Source: an optimization exercise on an open RTL-to-GDS flow (aim: small area). Production flows keep margins and buffers that such runs may drop.
In this exercise RTL edits were held to simulation tests only and were not proved equivalent to the original.
No driver is modelled on the clock port, so clock power and skew are understated where the tree is cut down; a real chip needs a root buffer or a tree.
Power figures rest on the tool's default switching activity, not on a simulated workload.

== v28 ==
## enduro_video
module enduro_video(iRST_n,
                    iVGA_CLK,
                    show_cars,
                    car_user_x,
                    car2_x,
                    car2_y,
                    car3_x,
                    car3_y,
                    oBLANK_n,
                    oHS,
                    oVS,
                    b_data,
                    g_data,
                    r_data);
input iRST_n;
input iVGA_CLK;
input show_cars;
input [9:0] car_user_x;
input [9:0] car2_x;
input [9:0] car2_y;
input [9:0] car3_x;
input [9:0] car3_y;
output oBLANK_n;
output reg oHS;
output reg oVS;
output [7:0] b_data;
output [7:0] g_data;
output [7:0] r_data;
function [9:0] dec10(input [9:0] a, input bin);
  integer i;
  reg b;
  begin
    b = bin;
    for (i = 0; i < 10; i = i + 1) begin
      dec10[i] = a[i] ^ b;
      b = b & ~a[i];
    end
  end
endfunction
reg [9:0] XN;
reg [9:0] YN;
  ...
Settings: LEC_CHECK=0, CAP_MARGIN=20, CORE_MARGIN=2, CORE_UTILIZATION=60, SLEW_MARGIN=20; clock period 15.0 ns.
standard.sh (not shown) runs the stock make flow with config.mk's settings and CLKGATE_MAP_FILE= SYNTH_SCRIPT=/design/flow/synth_recipe.tcl, a recipe that flattens the netlist after the stock synthesis.
==> flow/flow/run.sh <==
#!/bin/bash
# Own layout flow: the standard flow (standard.sh) with these changes:
#  - synthesis maps the logic with the area-oriented ABC script flow/abc.script
#    (which restructures the logic with &deepsyn for two minutes before mapping)
#    (everything else in ORFS's synthesis, and the standard flow's wrapper around it, is unchanged,
#    so the registers keep the standard synthesis's names and cell types);
#  - after synthesis, flow/pol.py removes inverters around the full adders by
#    using some adders with all their pins complemented (a full adder is
#    self-dual), then flow/remap.ys maps all the logic between the full adders
#    and the registers again with ABC, half adders and inverters included, once
#    with each of flow/abc_remap[123].script (the third runs &deepsyn for ten
#    minutes); flow/pol_eq.ys proves each
#    netlist equivalent to the synthesised one, and the flow keeps the smallest
#    one so proven;
#  - the port buffers that global placement inserts are sky130_fd_sc_hd__buf_1;
#  - the clock tree is one level of two sky130_fd_sc_hd__clkbuf_8, each driving
#    half of the registers' clock pins, fed directly by the clock port
#    (flow/cts_pre.tcl, run by ORFS's CTS step before its clock_tree_synthesis
#    call, which it replaces).
# Each tool's output goes to a log file here; ORFS's own logs are under orfs/logs.
set -euo pipefail
W=$PWD
# ORFS's synth.tcl, with its abc call given our script
sed 's|^\( *\)log_cmd abc {\*}$abc_args|\1set abc_args [lreplace $abc_args 1 1 '"$W"'/flow/abc.script]\n\1log_cmd abc {*}$abc_args|' \
  "$FLOW_HOME/scripts/synth.tcl" > "$W/own_synth.tcl"
grep -q "flow/abc.script" "$W/own_synth.tcl"
sed "s|\$::env(SCRIPTS_DIR)/synth.tcl|$W/own_synth.tcl|" synth_recipe.tcl > own_synth_recipe.tcl
grep -q "own_synth.tcl" own_synth_recipe.tcl
sed "s|SYNTH_SCRIPT=[^ ]*|SYNTH_SCRIPT=$W/own_synth_recipe.tcl|" standard.sh > own_standard.sh
grep -q "own_synth_recipe.tcl" own_standard.sh
export BUFFER_PORTS_ARGS="-buffer_cell sky130_fd_sc_hd__buf_1"
export PRE_CTS_TCL="$W/flow/cts_pre.tcl"
bash own_standard.sh synth > synth.log 2>&1
RES="$W/orfs/results/$FLOW_PLATFORM/enduro_video/base"
LIB="$FLOW_HOME/platforms/$FLOW_PLATFORM/lib/sky130_fd_sc_hd__tt_025C_1v80.lib"
YOSYS=$(command -v yosys || echo "$FLOW_HOME/../tools/install/yosys/bin/yosys")
cp "$RES/1_2_yosys.v" "$W/netlist_abc.v"
# prove a netlist equivalent to the synthesised one: prove NETLIST LOG
prove() {
  sed -e "s|@LIB@|$LIB|" -e "s|@GOLD@|$W/netlist_abc.v|" -e "s|@GATE@|$1|" flow/pol_eq.ys > "$2.ys"
  "$YOSYS" -q -l "$2.log" "$2.ys" > "$2.out" 2>&1
}
use=""
if python3 "$W/flow/pol.py" "$W/netlist_abc.v" "$W/netlist_pol.v" > pol.log 2>&1; then
  if prove "$W/netlist_pol.v" pol_eq; then
    use="$W/netlist_pol.v"
    DONTUSE=$(grep -o '^abc -script .*' "$W/orfs/logs/$FLOW_PLATFORM/enduro_video/base/1_2_yosys.log" | head -1 \
              | grep -o -- '-dont_use [^ ]*' | tr '\n' ' ' || true)
    best=$(python3 flow/area.py "$LIB" "$W/netlist_pol.v")
    echo "cell area after pol.py: $best" >> pol.log
    for k in 1 2 3; do
      sed -e "s|@LIB@|$LIB|g" -e "s|@IN@|$W/netlist_pol.v|" -e "s|@OUT@|$W/netlist_remap$k.v|" \
          -e "s|@SCRIPT@|$W/flow/abc_remap$k.script|" -e "s|@DONTUSE@|$DONTUSE|" \
          -e "s|@STAT@|$W/remap${k}_stat.txt|" flow/remap.ys > remap$k.ys
      if "$YOSYS" -q -l remap$k.log remap$k.ys > remap$k.out 2>&1 && prove "$W/netlist_remap$k.v" remap${k}_eq; then
        a=$(python3 flow/area.py "$LIB" "$W/netlist_remap$k.v")
        echo "cell area after remap.ys with abc_remap$k.script: $a" >> pol.log
        if python3 -c "import sys; sys.exit(0 if $a < $best else 1)"; then
          best=$a
          use="$W/netlist_remap$k.v"
        fi
      fi
    done
  fi
fi
if [[ -n "$use" ]]; then
  cp "$use" "$RES/1_2_yosys.v"
  echo "netlist used: $use" >> pol.log
else
  echo "netlist used: the synthesised one" >> pol.log
fi
bash own_standard.sh > layout.log 2>&1
==> flow/flow/abc_remap1.script <==
strash
&get -n
&fraig -x
&put
scorr
dc2
strash
&get -n
&dch -f
&nf -R 1000
&put
==> flow/flow/abc_remap2.script <==
strash
ifraig
scorr
dc2
balance
rewrite
refactor
balance
rewrite
rewrite -z
balance
refactor -z
rewrite -z
balance
strash
dch -f
amap
==> flow/flow/abc_remap3.script <==
strash
&get -n
&fraig -x
&put
scorr
dc2
strash
&get -n
&deepsyn -T 600
&dch -f
&nf -R 1000
&put
Other scripts of this flow, unchanged in this note and not shown: flow/flow/abc.script, flow/flow/area.py, flow/flow/cts_pre.tcl, flow/flow/pol.py, flow/flow/pol_eq.ys, flow/flow/remap.ys
v28 completed every stage of the flow, and the final layout passed the timing, DRC and antenna checks.
The inputs of v15 differ from those of v28 as listed below.
-- flow/flow/run.sh --
<<< v28, line 9
#    self-dual), then flow/remap.ys maps all the logic between the full adders
#    and the registers again with ABC, half adders and inverters included, once
#    with each of flow/abc_remap[123].script (the third runs &deepsyn for ten
#    minutes); flow/pol_eq.ys proves each
#    netlist equivalent to the synthesised one, and the flow keeps the smallest
#    one so proven;
>>> v15, line 9
#    self-dual), then flow/remap.ys maps all the logic between the full adders
#    and the registers again with ABC, half adders and inverters included, once
#    with each of flow/abc_remap[123].script; flow/pol_eq.ys proves each
#    netlist equivalent to the synthesised one, and the flow keeps the smallest
#    one so proven;
==> flow/flow/abc_remap3.script <==
strash
&get -n
&fraig -x
&put
scorr
dc2
strash
&get -n
&deepsyn -T 60
&dch -f
&nf -R 1000
&put
Findings:
Compared with v28, placement density in the core of v15 is higher. Compared with v28, v15 is more frugal on power. Per the comparison of v15 with v28, largest stage delay on the critical path fell by 30 ps; multi-input logic cell count rose by 16; worst clock skew on the final layout stayed essentially flat. Die extent in x: v28 and v15 compared, higher one is v15. On v15: total routing resource utilization after global routing is 0.58 points higher than what v28 gave. The post-layout worst setup margin of v15 was superior to that of v28. In the flow results for v28 and v15, the worst hold path depth is smaller on v15.
Relative to v15, the following input files were edited for v27:
-- flow/flow/run.sh --
<<< v15, line 8
#    using some adders with all their pins complemented (a full adder is
#    self-dual), then flow/remap.ys maps all the logic between the full adders
#    and the registers again with ABC, half adders and inverters included, once
#    with each of flow/abc_remap[123].script; flow/pol_eq.ys proves each
#    netlist equivalent to the synthesised one, and the flow keeps the smallest
#    one so proven;
#  - the port buffers that global placement inserts are sky130_fd_sc_hd__buf_1;
#  - the clock tree is one level of two sky130_fd_sc_hd__clkbuf_8, each driving
>>> v27, line 8
#    using some adders with all their pins complemented (a full adder is
#    self-dual), then flow/remap.ys maps all the logic between the full adders
#    and the registers again with ABC (flow/abc_remap.script), half adders and
#    inverters included; flow/pol_eq.ys proves each step's netlist equivalent
#    to the synthesised one, and the flow keeps the last one so proven;
#  - the port buffers that global placement inserts are sky130_fd_sc_hd__buf_1;
#  - the clock tree is one level of two sky130_fd_sc_hd__clkbuf_8, each driving
<<< v15, line 46
    DONTUSE=$(grep -o '^abc -script .*' "$W/orfs/logs/$FLOW_PLATFORM/enduro_video/base/1_2_yosys.log" | head -1 \
              | grep -o -- '-dont_use [^ ]*' | tr '\n' ' ' || true)
    best=$(python3 flow/area.py "$LIB" "$W/netlist_pol.v")
    echo "cell area after pol.py: $best" >> pol.log
    for k in 1 2 3; do
      sed -e "s|@LIB@|$LIB|g" -e "s|@IN@|$W/netlist_pol.v|" -e "s|@OUT@|$W/netlist_remap$k.v|" \
          -e "s|@SCRIPT@|$W/flow/abc_remap$k.script|" -e "s|@DONTUSE@|$DONTUSE|" \
          -e "s|@STAT@|$W/remap${k}_stat.txt|" flow/remap.ys > remap$k.ys
      if "$YOSYS" -q -l remap$k.log remap$k.ys > remap$k.out 2>&1 && prove "$W/netlist_remap$k.v" remap${k}_eq; then
        a=$(python3 flow/area.py "$LIB" "$W/netlist_remap$k.v")
        echo "cell area after remap.ys with abc_remap$k.script: $a" >> pol.log
        if python3 -c "import sys; sys.exit(0 if $a < $best else 1)"; then
          best=$a
          use="$W/netlist_remap$k.v"
        fi
      fi
    done
  fi
fi
>>> v27, line 45
    DONTUSE=$(grep -o '^abc -script .*' "$W/orfs/logs/$FLOW_PLATFORM/enduro_video/base/1_2_yosys.log" | head -1 \
              | grep -o -- '-dont_use [^ ]*' | tr '\n' ' ' || true)
    sed -e "s|@LIB@|$LIB|g" -e "s|@IN@|$W/netlist_pol.v|" -e "s|@OUT@|$W/netlist_remap.v|" \
        -e "s|@SCRIPT@|$W/flow/abc_remap.script|" -e "s|@DONTUSE@|$DONTUSE|" -e "s|@STAT@|$W/remap_stat.txt|" \
        flow/remap.ys > remap.ys
    if "$YOSYS" -q -l remap.log remap.ys > remap.out 2>&1 && prove "$W/netlist_remap.v" remap_eq; then
      a_pol=$(python3 flow/area.py "$LIB" "$W/netlist_pol.v")
      a_remap=$(python3 flow/area.py "$LIB" "$W/netlist_remap.v")
      echo "cell area: $a_pol after pol.py, $a_remap after remap.ys" >> pol.log
      if python3 -c "import sys; sys.exit(0 if $a_remap < $a_pol else 1)"; then
        use="$W/netlist_remap.v"
      fi
    fi
  fi
fi
==> flow/flow/abc_remap.script (new file) <==
strash
&get -n
&fraig -x
&put
scorr
dc2
strash
&get -n
&dch -f
&nf -R 1000
&put
removed: flow/flow/abc_remap1.script
removed: flow/flow/abc_remap2.script
removed: flow/flow/abc_remap3.script
Results
- v27 has completed all stages; timing, DRC and antenna checks passed.
- Reported for v27 and v15, detailed placer's ending HPWL turned out identical to the last digit.
- As far as total wire length goes, v27 and v15 are indistinguishable; the numbers are identical.
- Diff v27..v15 | combinational share of power | negligible
- From v15 to v27, number of logic inverters in the finished layout did not move at all.
- Leakage power figure: v15 vs v27 identical
- Between v15 and v27, the fraction of the core area covered by cells at the end of the flow does not differ in any meaningful way.
- Post-route cell area came out exactly the same in v27 and v15.
- Diff v15 -> v27: post-synthesis to final-layout area growth stayed essentially flat, via count now sits at about the same level, maximum cell stage delay along the critical path barely changed.
No run of this note takes its clock network from TritonCTS; it comes from the design's own scripts or RTL.

==> afterwards: timing with drivers on the ports <==
The results above use ideal ports. As a check the final layouts listed here were re-extracted and re-timed, cells and wires unchanged. Step 1 sets driving cells, clkbuf_16 on the clock port and buf_2 on the other inputs (assumed; they add their load-dependent delay and slew). Step 2 also shifts input and output timing later by t, the mid clock arrival at the registers, as if the neighbouring blocks saw the same clock. Three values: ideal, step 1, step 2; two values: the first two.
| run | shift t [ns] | setup WS [ns] | latest minus earliest clock arrival (ns) | slew at the worst register clock pin (ns) | pins driven straight from the clock port |
|---|---|---|---|---|---|
| v28 | 0.195 | 4.446 / 4.463 / 4.268 | 0.010 / 0.010 | 0.11 / 0.11 | 2 |
| v15 | 0.192 | 4.850 / 4.866 / 4.674 | 0.009 / 0.009 | 0.10 / 0.10 | 2 |
| v27 | 0.192 | 4.850 / 4.866 / 4.674 | 0.009 / 0.009 | 0.10 / 0.10 | 2 |
After both steps every run listed still meets setup and hold. The setup slack of v28, which loses most, moves by +0.017 ns with the drivers and by -0.178 ns with both steps.
